What follows belongs to an exercise in optimizing a design on an open flow for small area, a short achievable clock period and few clock cycles; a production flow would make more cautious choices.
Only simulation tests tie the RTL to the original design; equivalence was not proved.
Power and IR drop assume default switching activity.

## fjord
==> flow/design.v (excerpt) <==
module Controller_module (
    input working_clock,
    input reset_machine,
    input controller_change_mode,
    input key_valid,
    input [3:0]key_code,
    output key_ack,
    output reg out_valid,
    output reg out_device,
    output reg [7:0]out_char,
    output editing,
    output halted
    );
    localparam [3:0] S_PAS = 4'b1000, S_CEO = 4'b1001, S_OUP = 4'b1010, S_INP = 4'b1011,
                     S_ADD = 4'b1100, S_SUB = 4'b1101, S_ZER = 4'b1110,
                     S_MOL = 4'b0100, S_MOR = 4'b0101, S_LOL = 4'b0010, S_LOR = 4'b0011,
                     S_END = 4'b0000;
    localparam [2:0] M_EDIT = 3'd0, M_RUN = 3'd1, M_HALT = 3'd2,
                     M_FSCAN = 3'd3, M_BSCAN = 3'd4, M_LOAD0 = 3'd5, M_LOAD1 = 3'd6;
    localparam [2:0] O_ID = 3'd0, O_INC = 3'd1, O_DEC = 3'd2, O_ZER = 3'd3, O_KEY = 3'd4;
    localparam [1:0] K_NOP = 2'd0, K_OPS = 2'd1, K_END = 2'd3;
    reg [2:0] mode;
    wire run = (mode == M_RUN);
    reg [3:0] bank0 [0:31];
    reg [3:0] bank1 [0:31];
    reg [3:0] bank2 [0:31];
    reg [3:0] bank3 [0:31];   
    reg [6:0] cursor;
    reg [6:0] hw;             
    reg [3:0] kreg;           
    reg kv;
    reg [3:0] ksym;
    always @(*) begin
  ...
For scale: ~7300 cells after synthesis, about 1300 flip-flops, about 21 I/O pins, roughly 65000 um^2 of cells after synthesis.
export LEC_CHECK = 0
export ABC_AREA = 1
export ABC_CLOCK_PERIOD_IN_PS = 3000
export CAP_MARGIN = 20
export CORE_MARGIN = 2
export CORE_UTILIZATION = 40
export CTS_BUF_LIST = sky130_fd_sc_hd__clkbuf_8
export CTS_CLUSTER_SIZE = 20
export SETUP_SLACK_MARGIN = 2.0
export SLEW_MARGIN = 20
create_clock -name core_clock -period 6.0 [get_ports {working_clock}]
run.sh (not shown) runs the stock make flow with config.mk's settings and CLKGATE_MAP_FILE= SYNTH_SCRIPT=/design/flow/synth_recipe.tcl, a recipe that flattens the netlist after the stock synthesis.
Testbench counts of fjord, summed over its fixed seeds: cycles 24,079.
Input changes introduced in pepper (baseline for comparison: fjord):
- swapping 2.0 for 1.6 in SETUP_SLACK_MARGIN
pepper against fjord: number of vias in the routed layout -2.0%; share of post-route cells with drive strength above 1 -2.7 points; maximum number of pins on one net before global-route repair +22%; maximum cell stage delay along the critical path -20 ps; global-route usage -0.85 points. Met2 wire length: pepper vs fjord down 1.5%. Sequential portion of the cell area: pepper > fjord. pepper against fjord: area share of buffers outside the clock network went down by 1.4 points; number of sequential storage elements now sits at about the same level. ~same post-place instance area in fjord and pepper.

* * *

Starting RTL as in the previous note.
Settings: LEC_CHECK=0, ABC_AREA=1, ABC_CLOCK_PERIOD_IN_PS=3000, CAP_MARGIN=20, CORE_MARGIN=2, CORE_UTILIZATION=40, CTS_BUF_LIST=sky130_fd_sc_hd__clkbuf_8, CTS_CLUSTER_SIZE=20, SETUP_SLACK_MARGIN=1.0, SLEW_MARGIN=20; clock period 6.0 ns.
The baseline completed with no timing, DRC or antenna violations.
Testbench counts at the start, summed over its fixed seeds: cycles 24,079.
==> next run, changes <==
Settings changed: SETUP_SLACK_MARGIN 1.0 to 1.3.
Effect: The new run produced a clean layout. Die area is unchanged. Clock power climbs by about 2%. Final cell count went up by 0.58%. Register-to-register slack improves by 0.18 ns. Non-clock buffer count rises by 51. Total power rose by 6.4%. Hold slack hardly moves. Worst setup slack is better by 0.18 ns. Sequential power barely changes.

* * *

Another version of the RTL of Controller_module (not shown whole).
Size: about 6700 cells after synthesis, about 21 I/O pins, ~62000 µm² of cells after synthesis.
// Controller_module
module Controller_module (
    input working_clock,
    input reset_machine,
    input controller_change_mode,
    input key_valid,
    input [3:0]key_code,
    output key_ack,
    output reg out_valid,
    output reg out_device,
    output reg [7:0]out_char,
    output editing,
    output halted
    );
Settings: LEC_CHECK=0, ABC_AREA=1, ABC_CLOCK_PERIOD_IN_PS=3000, CAP_MARGIN=20, CORE_MARGIN=2, CORE_UTILIZATION=40, CTS_BUF_LIST=sky130_fd_sc_hd__clkbuf_8, CTS_CLUSTER_SIZE=20, SETUP_SLACK_MARGIN=1.6, SLEW_MARGIN=20; clock period 6.0 ns.
Testbench counts at the start, summed over its fixed seeds: cycles 24,921.
Edit:
CTS_BUF_LIST = not set   (was sky130_fd_sc_hd__clkbuf_8)
CTS_CLUSTER_SIZE = not set   (was 20)
SETUP_SLACK_MARGIN = 1.0   (was 1.6)
Result: The changed run finished with timing, DRC and antenna clean. Maximum frequency shrinks by 5.1%. Setup slack loses 0.24 ns. Utilization shrinks by 1.2 points. Hold slack gains 0.017 ns. Wire length shrinks by 3.5%. Power shrinks by about 10%. Clock skew shrinks by 0.033 ns. Clock-buffer cell count shrinks by 54.
Edit:
CTS_BUF_LIST = sky130_fd_sc_hd__clkbuf_8   (was not set)
CTS_CLUSTER_SIZE = 20   (was not set)
SETUP_SLACK_MARGIN = 1.8   (was 1.0)
Effect: Cell count is higher by about 3.4%. Non-clock buffer count is higher by 174. Synthesized area does not change. Utilization is higher by 1.9 points. Worst hold slack loses 0.017 ns. Setup slack gains 0.23 ns.

## afterwards: timing with drivers on the ports
The results above use ideal ports. As a check the final layouts listed here were re-extracted and re-timed, cells and wires unchanged.
Step 1, drivers: a clkbuf_16 drives working_clock and a buf_2 each remaining input, both assumed.
Step 2 moves the port delays by t, midway between the first and last clock arrival at a register: inputs arrive t later, outputs are due t later. That takes back most of the time a late clock gives input paths.
Three values: ideal, step 1, step 2; two values: the first two.
| run | shift t [ns] | slack for setup (ns) | worst setup path at the end | worst data-port slew with drivers (ns) | cell pins on the clock port's net |
|---|---|---|---|---|---|
| fjord | 1.010 | 1.585 / 1.585 / 0.990 | input to register | 0.19 | 1 |
| pepper | 1.004 | 1.519 / 1.519 / 0.953 | input to register | 0.17 | 1 |
| the first run of note 2 | 1.007 | 1.212 / 1.212 / 0.825 | input to register | 0.20 | 1 |
| the second run of note 2 | 1.000 | 1.396 / 1.396 / 0.874 | input to register | 0.17 | 1 |
| the first run of note 3 | 0.996 | 1.469 / 1.469 / 0.905 | input to register | 0.08 | 1 |
| the second run of note 3 | 0.833 | 1.228 / 1.228 / 0.793 | input to register | 0.13 | 1 |
| the third run of note 3 | 1.000 | 1.454 / 1.454 / 1.066 | input to register | 0.07 | 1 |
After both steps every run listed still meets setup and hold. For fjord, which loses most, drivers alone change the setup slack by 0.000 ns; drivers and shift together by -0.595 ns.
